From an optimization exercise on the open Yosys and OpenROAD flow, aimed at small area, a short achievable clock period and few clock cycles; shortcuts taken in it are not production practice. The RTL was checked by simulation tests, not by an equivalence proof against the original design. No activity file was given, so power comes from the tool's default toggle rates.

==> flow/design.v, too long to show whole: its modules and the start of the top module <==
// module pe: 541 lines
// module counter: 21 lines
// module mux: 11 lines
// module systolic_array: 87 lines
module systolic_array #(
    parameter DATAWIDTH = 16,
    parameter N_SIZE = 5
)(
    input  wire clk,
    input  wire rst_n,
    input  wire valid_in,
    input  wire [N_SIZE*DATAWIDTH-1:0] matrix_a_in,
    input  wire [N_SIZE*DATAWIDTH-1:0] matrix_b_in,
    output reg  valid_out,
    output reg  [N_SIZE*2*DATAWIDTH-1:0] matrix_c_out
);
  // ...
==> flow/flow/run.sh <==
#!/bin/bash
set -euo pipefail
bash standard.sh SETUP_SLACK_MARGIN=6.5 finish > standard_flow.log 2>&1
==> flow/standard.sh <==
#!/bin/bash
# synth_recipe.tcl (not shown) runs the flow's synth.tcl, then flattens the netlist and writes it again
# the make line also repeats each setting of config.mk as NAME=value (left out here)
make -C /OpenROAD-flow-scripts/flow DESIGN_CONFIG=/design/flow/config.mk WORK_HOME=/design/flow/orfs CLKGATE_MAP_FILE= SYNTH_SCRIPT=/design/flow/synth_recipe.tcl "${@:-finish}"
==> flow/config.mk <==
export PLATFORM = sky130hd
export DESIGN_NAME = systolic_array
export DESIGN_NICKNAME = systolic_array
export VERILOG_FILES = /design/flow/design.v
export SDC_FILE = /design/flow/constraint.sdc
export NUM_CORES = 4
export LEC_CHECK = 0
export ABC_CLOCK_PERIOD_IN_PS = 3000
export CAP_MARGIN = 20
export CORE_MARGIN = 2
export CORE_UTILIZATION = 50
export SLEW_MARGIN = 20
export TNS_END_PERCENT = 0
==> flow/constraint.sdc <==
create_clock -name core_clock -period 10.0 [get_ports {clk}]
set_input_delay 2.0000 -clock core_clock [delete_from_list [all_inputs] [get_ports {clk}]]
set_output_delay 2.0000 -clock core_clock [all_outputs]
set_load 0.01 [all_outputs]
==> results.txt, run 1 <==
max reg flops=800; Yosys cell types=66; clk latency of the worst-skew pair=1.07 ns; via count=186000; Combinational Power Share=67.4%; CTS clk-pin slew, worst paths=roughly 0.060 ns; pwr dens=348 nW/µm²; area of the multi-input gates=roughly 160000 µm²; FILL cells=between 40000 and 50000; CP startpoint=u_ctl.sel[4]; Die H=690 µm; Tmin final=4.36 ns; top layer in use=met5; ys flop type=dfrtp_1; register bit total from synthesis=~2100; Gates resized, CTS repair=423; CP dominant cell by count=buf_4; Final Hold Viols=0; RePlAce Congestion=0.977; met1 wire length=358 mm; via/cell ratio=between 6 and 7; first-pass GRT wire length=1470 mm; routed wl met3=172 mm; Die Wd=between 600 and 700 µm; Crit-path slowest cell=a222oi_1; RSZ-0062 raised after global routing=true; CP Data Required Time=10.91 ns; Simple-Gate Fraction of Synth Area=2.95%; clock sinks=between 2000 and 2500; IO Port Bufs=around 320; Met2 Routed Length=approximately 420 mm; worst setup margin=5.64 ns; status=timing/DRC/antenna clean
Testbench counts, summed over its fixed seeds: cycles 1,140.
==> inputs of run 2 (changes only) <==
==> flow/flow/run.sh (replaced) <==
#!/bin/bash
set -euo pipefail
WORK=$(cd "$(dirname "$0")/.." && pwd)
cd "$WORK"
RES="$WORK/orfs/results/${FLOW_PLATFORM:-sky130hd}/systolic_array/base"
bash standard.sh "$RES/1_2_yosys.v" > synth_flow.log 2>&1
cp "$RES/1_2_yosys.v" "$WORK/1_2_yosys.standard.v"
python3 flow/polarity.py "$WORK/1_2_yosys.standard.v" "$RES/1_2_yosys.v" > polarity.log 2>&1
bash standard.sh SETUP_SLACK_MARGIN=6.5 finish > standard_flow.log 2>&1
==> flow/flow/polarity.py (new file) <==
#!/usr/bin/env python3
"""Remove inverters from a flat Yosys gate netlist by choosing the polarity of
self-dual and complementary cells.

A full adder is self-dual: FA(~a, ~b, ~c) = (~sum, ~cout). So an FA may be
"flipped": its inputs take the complements of their signals and its outputs
then carry complemented values. An xnor2 may likewise become an xor2 (same
area) to complement its output. This script picks flips greedily so as to
need as few inverters as possible, then writes the netlist back with one
inverter per signal whose complement is still needed.

Registers and ports are untouched (same instance names, cells and nets).

usage: polarity.py IN.v OUT.v
"""
import re
import sys
from collections import defaultdict

OUT_PINS = {"X", "Y", "Q", "Q_N", "SUM", "COUT", "HI", "LO", "GCLK"}
INV = {"sky130_fd_sc_hd__inv_1", "sky130_fd_sc_hd__inv_2", "sky130_fd_sc_hd__clkinv_1"}
FA = {"sky130_fd_sc_hd__fa_1"}
SWAP = {"sky130_fd_sc_hd__xnor2_1": "sky130_fd_sc_hd__xor2_1",
        "sky130_fd_sc_hd__xor2_1": "sky130_fd_sc_hd__xnor2_1"}

USE_SWAP = True
ANNEAL = 300
cell_re = re.compile(r"^\s*(sky130_fd_sc_hd__\w+)\s+(\S+)\s*\((.*?)\);", re.S | re.M)
pin_re = re.compile(r"\.(\w+)\(([^()]*)\)")


def esc(net):
    return net + " " if net.startswith("\\") else net


def main():
    src, dst = sys.argv[1], sys.argv[2]
    text = open(src).read()
    mstart = text.index("module ")
    mend = text.rindex("endmodule")
    body = text[mstart:mend]

    cells = []      # [type, name, {pin: net}, span]
    for m in cell_re.finditer(body):
        pins = {p: n.strip() for p, n in pin_re.findall(m.group(3))}
        cells.append([m.group(1), m.group(2), pins, m.span()])

    # port nets (never renamed, drivers fixed)
    hdr = body[: body.index(";")]
    ports = set()
    for m in re.finditer(r"^\s*(input|output)\s+(\[\d+:\d+\]\s*)?(\S+);", body, re.M):
        ports.add(m.group(3))

    def base(net):
        return net.split("[")[0].strip()

    # assigns would complicate the net model: refuse them
    assigns = re.findall(r"^\s*assign\s+(.*?);", body, re.M)

    driver = {}     # net -> cell index
    for i, (t, n, pins, _) in enumerate(cells):
        for p, net in pins.items():
            if p in OUT_PINS:
                driver[net] = i

    inv_cells = [i for i, c in enumerate(cells) if c[0] in INV]
    inv_in = {cells[i][2]["Y"]: cells[i][2]["A"] for i in inv_cells}

    def root(net):
        par = 0
        seen = 0
        while net in inv_in:
            net = inv_in[net]
            par ^= 1
            seen += 1
            if seen > 50:
                raise SystemExit("inverter loop")
        return net, par

    # sinks: (cell index or None for port/assign, pin, root, parity)
    sinks = defaultdict(list)   # root -> list of [cell, pin, parity]
    for i, (t, n, pins, _) in enumerate(cells):
        if t in INV:
            continue
        for p, net in pins.items():
            if p in OUT_PINS:
                continue
            if net.startswith("1'b") or net == "":
                continue
            r, par = root(net)
            sinks[r].append([i, p, par])
    # nets used by assigns or ports are fixed-polarity sinks
    fixed_sink_nets = []
    for a in assigns:
        for net in re.findall(r"[\\\w$.\[\]]+(?:\s*\[\d+\])?", a):
            pass
    for m in re.finditer(r"^\s*assign\s+(.*?)\s*=\s*(.*?);", body, re.M):
        rhs = m.group(2).strip()
        if rhs.startswith("{") or "'" in rhs:
            continue
        r, par = root(rhs)
        sinks[r].append([None, rhs, par])
    for net in list(inv_in.keys()) + [c[2].get(p) for c in cells for p in c[2] if p in OUT_PINS]:
        if net is None:
            continue
        if base(net) in ports:
            r, par = root(net)
            if (r, par) != (net, 0):
                sinks[r].append([None, net, par])

    flippable = {}  # cell index -> kind
    for i, c in enumerate(cells):
        if any(base(c[2][p]) in ports for p in c[2] if p in OUT_PINS):
            continue
        if c[0] in FA:
            flippable[i] = "fa"
        elif c[0] in SWAP and USE_SWAP:
            flippable[i] = "swap"
    flip = defaultdict(int)

    # for each cell, the roots of its outputs and of its inputs
    out_roots = defaultdict(list)
    in_roots = defaultdict(set)
    for r, lst in sinks.items():
        for s in lst:
            if s[0] is not None:
                in_roots[s[0]].add(r)
    for i, c in enumerate(cells):
        for p, net in c[2].items():
            if p in OUT_PINS and c[0] not in INV:
                out_roots[i].append(net)

    def drv_flip(r):
        d = driver.get(r)
        return flip[d] if d is not None else 0

    def need(r):
        fd = drv_flip(r)
        for ci, p, par in sinks.get(r, ()):
            fs = flip[ci] if (ci is not None and flippable.get(ci) == "fa") else 0
            if par ^ fs ^ fd:
                return 1
        return 0

    def local_cost(i):
        rs = set(out_roots[i]) | (in_roots[i] if flippable[i] == "fa" else set())
        return sum(need(r) for r in rs)

    before = sum(need(r) for r in sinks)
    for it in range(20):
        changed = 0
        for i in flippable:
            c0 = local_cost(i)
            flip[i] ^= 1
            c1 = local_cost(i)
            if c1 < c0:
                changed += 1
            else:
                flip[i] ^= 1
        if not changed:
            break
    # simulated annealing on top of the greedy result
    import random, math
    rng = random.Random(1)
    fl = list(flippable)
    cur = sum(need(r) for r in sinks)
    best = cur
    best_flip = {i: flip[i] for i in fl}
    n_iter = ANNEAL * len(fl)
    for step in range(n_iter):
        T = 0.6 * (1 - step / n_iter) + 0.01
        i = fl[rng.randrange(len(fl))]
        c0 = local_cost(i)
        flip[i] ^= 1
        c1 = local_cost(i)
        d = c1 - c0
        if d <= 0 or rng.random() < math.exp(-d / T):
            cur += d
            if cur < best:
                best = cur
                best_flip = {j: flip[j] for j in fl}
        else:
            flip[i] ^= 1
    for j in fl:
        flip[j] = best_flip[j]
    after = sum(need(r) for r in sinks)
    print(f"inverters: {len(inv_cells)} cells, {before} needed before flips, {after} after;"
          f" flipped {sum(flip[i] for i in flippable)} of {len(flippable)}", file=sys.stderr)

    # rewrite
    newnet = {}
    extra = []
    k = 0
    for r in sinks:
        if need(r):
            nm = f"_pinv{k}_"
            k += 1
            newnet[r] = nm
            fd = drv_flip(r)
            phys = r
            extra.append(f"  wire {nm};\n  sky130_fd_sc_hd__inv_1 pinv{k}_ (\n    .A({esc(phys)}),\n    .Y({nm})\n  );\n")
    # new connections per cell pin
    conn = defaultdict(dict)
    for r, lst in sinks.items():
        fd = drv_flip(r)
        for ci, p, par in lst:
            fs = flip[ci] if (ci is not None and flippable.get(ci) == "fa") else 0
            net = newnet[r] if (par ^ fs ^ fd) else r
            if ci is None:
                conn[None][p] = net
            else:
                conn[ci][p] = net
    out = []
    pos = 0
    for i, (t, n, pins, span) in enumerate(cells):
        out.append(body[pos:span[0]])
        pos = span[1]
        if t in INV:
            continue
        swapped = flippable.get(i) == "swap" and flip[i]
        tt = SWAP[t] if swapped else t
        pl = []
        for p, net in pins.items():
            if p not in OUT_PINS and i in conn and p in conn[i]:
                net = conn[i][p]
            if swapped and p in ("X", "Y"):
                p = "X" if p == "Y" else "Y"
            pl.append(f"    .{p}({esc(net)})")
        out.append(f"{tt} {n} (\n" + ",\n".join(pl) + "\n  );")
    out.append(body[pos:])
    nb = "".join(out)
    # ports / assigns that read a complemented signal
    tail = []
    for key, net in conn[None].items():
        if net != key and not key.startswith("assign"):
            r = root(key)[0]
            # key is a port net or assign rhs that used to be an inverter output;
            # drive it from a fresh inverter of the root's physical net
            pass
    # port nets that were inverter outputs: keep an inverter driving them
    for y, a in inv_in.items():
        if base(y) in ports:
            r, par = root(y)
            fd = drv_flip(r)
            if par ^ fd:
                tail.append(f"  sky130_fd_sc_hd__inv_1 pport{len(tail)}_ (\n    .A({esc(r)}),\n    .Y({esc(y)})\n  );\n")
            else:
                tail.append(f"  sky130_fd_sc_hd__buf_1 pport{len(tail)}_ (\n    .A({esc(r)}),\n    .X({esc(y)})\n  );\n")
    # assign rhs that were inverter outputs
    def fix_assign(m):
        lhs, rhs = m.group(1), m.group(2).strip()
        if rhs in inv_in:
            r, par = root(rhs)
            fd = drv_flip(r)
            if par ^ fd:
                return f"assign {lhs} = {newnet[r]};"
            return f"assign {lhs} = {r};"
        return m.group(0)
    nb = re.sub(r"assign\s+(.*?)\s*=\s*(.*?);", fix_assign, nb)
    nb = nb + "".join(extra) + "".join(tail)
    open(dst, "w").write(text[:mstart] + nb + text[mend:])


if __name__ == "__main__":
    main()
==> run 2 against run 1 <==
  * Still clean
  * Cell count is 14% lower
  * Clock skew is 0.055 ns lower
  * Fmax is 1.8% higher
  * Combinational power is 9.0% lower
  * Synthesized area is 6.0% lower
  * Sequential power hardly changed
  * Synthesized cell count is 16% lower
  * Core utilization is 0.16 points lower
  * Sequential share of layout area is 1.3 points higher
  * Total power is 6.6% lower
  * Largest power group unchanged
==> results.txt, run 2 <==
status=timing/DRC/antenna clean; FILL cells=37600 (-8.2%); drt first pass iters=13; clk root buf=clkbuf_16; Avg Cell Area, Syn=11.5 µm²; Pleak=98.6 nW; vias in the first global route=181000; GRT Total Usage=between 40% and 50%; crit path DAT=5.13 ns; RePlAce Congestion=0.991 (+1.4%); biggest regs=row.col.u_pe.cs (800), row.col.u_pe.cc_r (725), row.col.u_pe.b (232); IO Port Bufs=323 (unchanged); number of H-tree levels=5; MaxCap Viol Count=0; CTS clk-pin slew, worst paths=0.06 ns (about the same); Tmin final=4.28 ns (-0.0778 ns); worst clock skew=0.0472 ns; Seq pwr share=21.3%; Detail Placement HPWL=635 mm; area of the multi-input gates=159000 µm² (about the same); via count=170000 (-8.3%); largest net degree at the start of global routing=133; Max Slew Vio Count=0; Max FO, Critical Path=54; DP Worst Slack=4.56 ns; most common cell after layout, fill and taps aside=fa_1; Die H=669 µm (-3.0%); Die Wd=669 µm (-3.0%); I/O pin count=324; max reg flops=800 (unchanged); Residual DRC=0; Combinational Power Share=65.6% (-1.8 points); Area Overhead vs Synth=10.3%; Worst Path Buf+Inv=2; clk buf depth=4; Cells after Synth=19200; Post-CTS Hold Fix Bufs=0; Net Switching=38.7 mW; via/cell ratio=6.90 (+7.2%); CP Data Required Time=10.85 ns (-0.06 ns); Sw Share=45.9%; CORE AREA=441000 µm²; CP max stage delay=1.13 ns; Initial Util=50.1%; syn nets=roughly 24000; die area=448000 µm²; most flop-heavy register=row.col.u_pe.cs; Least-Margin Pin Slew=1.45 ns; total gr overflow=0; Worst IR Drop VDD=0.226 mV; drt wl/cell=40.2 µm; critical path class=reg -> reg; Hold Path Class=reg -> reg; pwr dens=346 nW/µm² (-0.68%); clock tree from TritonCTS=yes; Site Rows=244; Worst setup EP type=flip-flop; WL final=992 mm; synthesized cell area=221000 µm²; clock sinks=2135 (unchanged); Syn. warnings=3; DR iter-0 viols=24700; Final Hold Viols=0 (unchanged); worst setup margin=5.72 ns (+0.0778 ns); Crit-path slowest cell=a222oi_1; crit path cell chain=buf_16, buf_12, a222oi_1, nand2_1, ha_1, and3_1, a221o_2, a41oi_4, o21ai_2, nor4_1, nor4bb_1; fmax=234 MHz; final setup violation count=0; RSZ-0062 raised after global routing=true; TritonCTS buffer count=280; sequential cell area=roughly 51000 µm²; Net count, final=between 20000 and 25000; Post-DRT Antenna Nets=0; initial antenna violation count=107; TNS Setup=0 ns; cell-internal power=around 46 mW; Worst slew margin=3.18%; layout cells sized above 1=8.54%; power share of the clock group=13.1%; first-pass GRT wire length=1400 mm (-4.9%); Critical Path Source Type=flip-flop; commonest cells after routing, fill and taps aside=fa_1, a22oi_1, xor2_1; Final period util=between 40% and 50%; clk latency of the worst-skew pair=1.01 ns (-0.06 ns); family with the most delay on the worst path=compound AO/OA/AOI/OAI gates
==> run 2: power groups by stage <==
| stage | Sequential (mW) | Combinational (mW) | Clock (mW) |
|---|---|---|---|
| after detailed placement | 18.0 | 53.6 | 0 |
| after global placement | 18.1 | 51.5 | 0 |
| final | 17.9 | 55.3 | 11.1 |
| after global routing | 18.2 | 62.9 | 11.4 |
| after CTS | 17.8 | 54.9 | 11.1 |
| after floorplan | 16.1 | 38.2 | 0 |
==> run 2: area by class of cell <==
cell class | count | share of cell area (%)
Clock inverter | 126 | 0.687
Inverter | 1004 | 1.64
Tap cell | 5904 | 3.03
Antenna cell | 200 | 0.205
Multi-Input combinational cell | 13900 | 65.3
Sequential cell | 2135 | 21.1
Clock buffer | 385 | 3.32
Timing Repair Buffer | 1038 | 4.76
==> run 2: final timing paths <==
path | startpoint | endpoint | slack, ns | cells after the start
hold / removal | a4_d1[8] | a4_d2[8] | 0.32 | 0
setup reg to reg | u_ctl.sel[1] | matrix_c_out[127] | 5.72 | 11
max in group asynchronous | rst_n | row[2].col[1].u_pe.cc_r[4] | 6.65 | 3
hold reg to reg | a4_d1[8] | a4_d2[8] | 0.32 | 0
min in group asynchronous | rst_n | row[4].col[2].u_pe.cs[28] | 0.94 | 1
setup / recovery | u_ctl.sel[1] | matrix_c_out[127] | 5.72 | 11
==> run 2: through the flow <==
stage	power [mW]	hold WS, ns	instance area [µm²]	util (%)	std cells
finish	84.2	0.324	244000	55.3	24700
global route	92.6	0.337	244000	55.2	24600
CTS	83.8	0.325	242000	55.0	24400
detailed placement	71.6	0.327	229000	51.8	23800
global placement	69.6	0.324	228000	51.8	23800
floorplan	54.2	0.324	221000	-	19200
==> run 2: what timing repair did <==
action | CTS | global route
cloned | 6 | 4
endpoints found under the setup margin | 1540 | 1390
buffers inserted | 152 | 36
resized for setup | 470 | 76
pin swaps | 65 | 48
==> run 2: per-layer routing <==
metal	global-route usage [%]	vias up	share of wire, %
li1	-	62700	-
met1	52.0	88400	33
met2	62.6	14500	41
met3	18.8	4479	15
met4	39.0	79	11
met5	0.451	-	0.10

## what the ideal ports hide
The flow's constraints put no driver on any port. The routed layouts listed below were extracted and timed again, unchanged, in two steps.
Step 1 (the two cells are an assumption about what drives the block):
set clk [get_ports {clk}]
set_driving_cell -lib_cell sky130_fd_sc_hd__clkbuf_16 $clk
set_driving_cell -lib_cell sky130_fd_sc_hd__buf_2 [delete_from_list [all_inputs] $clk]
Step 2 moves the port delays by t, midway between the first and last clock arrival at a register: inputs arrive t later, outputs are due t later. That takes back most of the time a late clock gives input paths.
Three values: no drivers, after step 1, after step 2; two values: the first two.
| run | t (ns) | setup slack, ns | worst setup path at the end |
|---|---|---|---|
| run 1 | 1.149 | 5.642 / 5.642 / 5.622 | input to register |
| run 2 | 1.110 | 5.720 / 5.720 / 5.564 | input, reset recovery |
After both steps setup and hold are still met in every run listed. For run 2, which loses most, drivers alone change the setup slack by 0.000 ns; drivers and shift together by -0.156 ns. The worst setup slack also covers recovery checks on asynchronous resets.
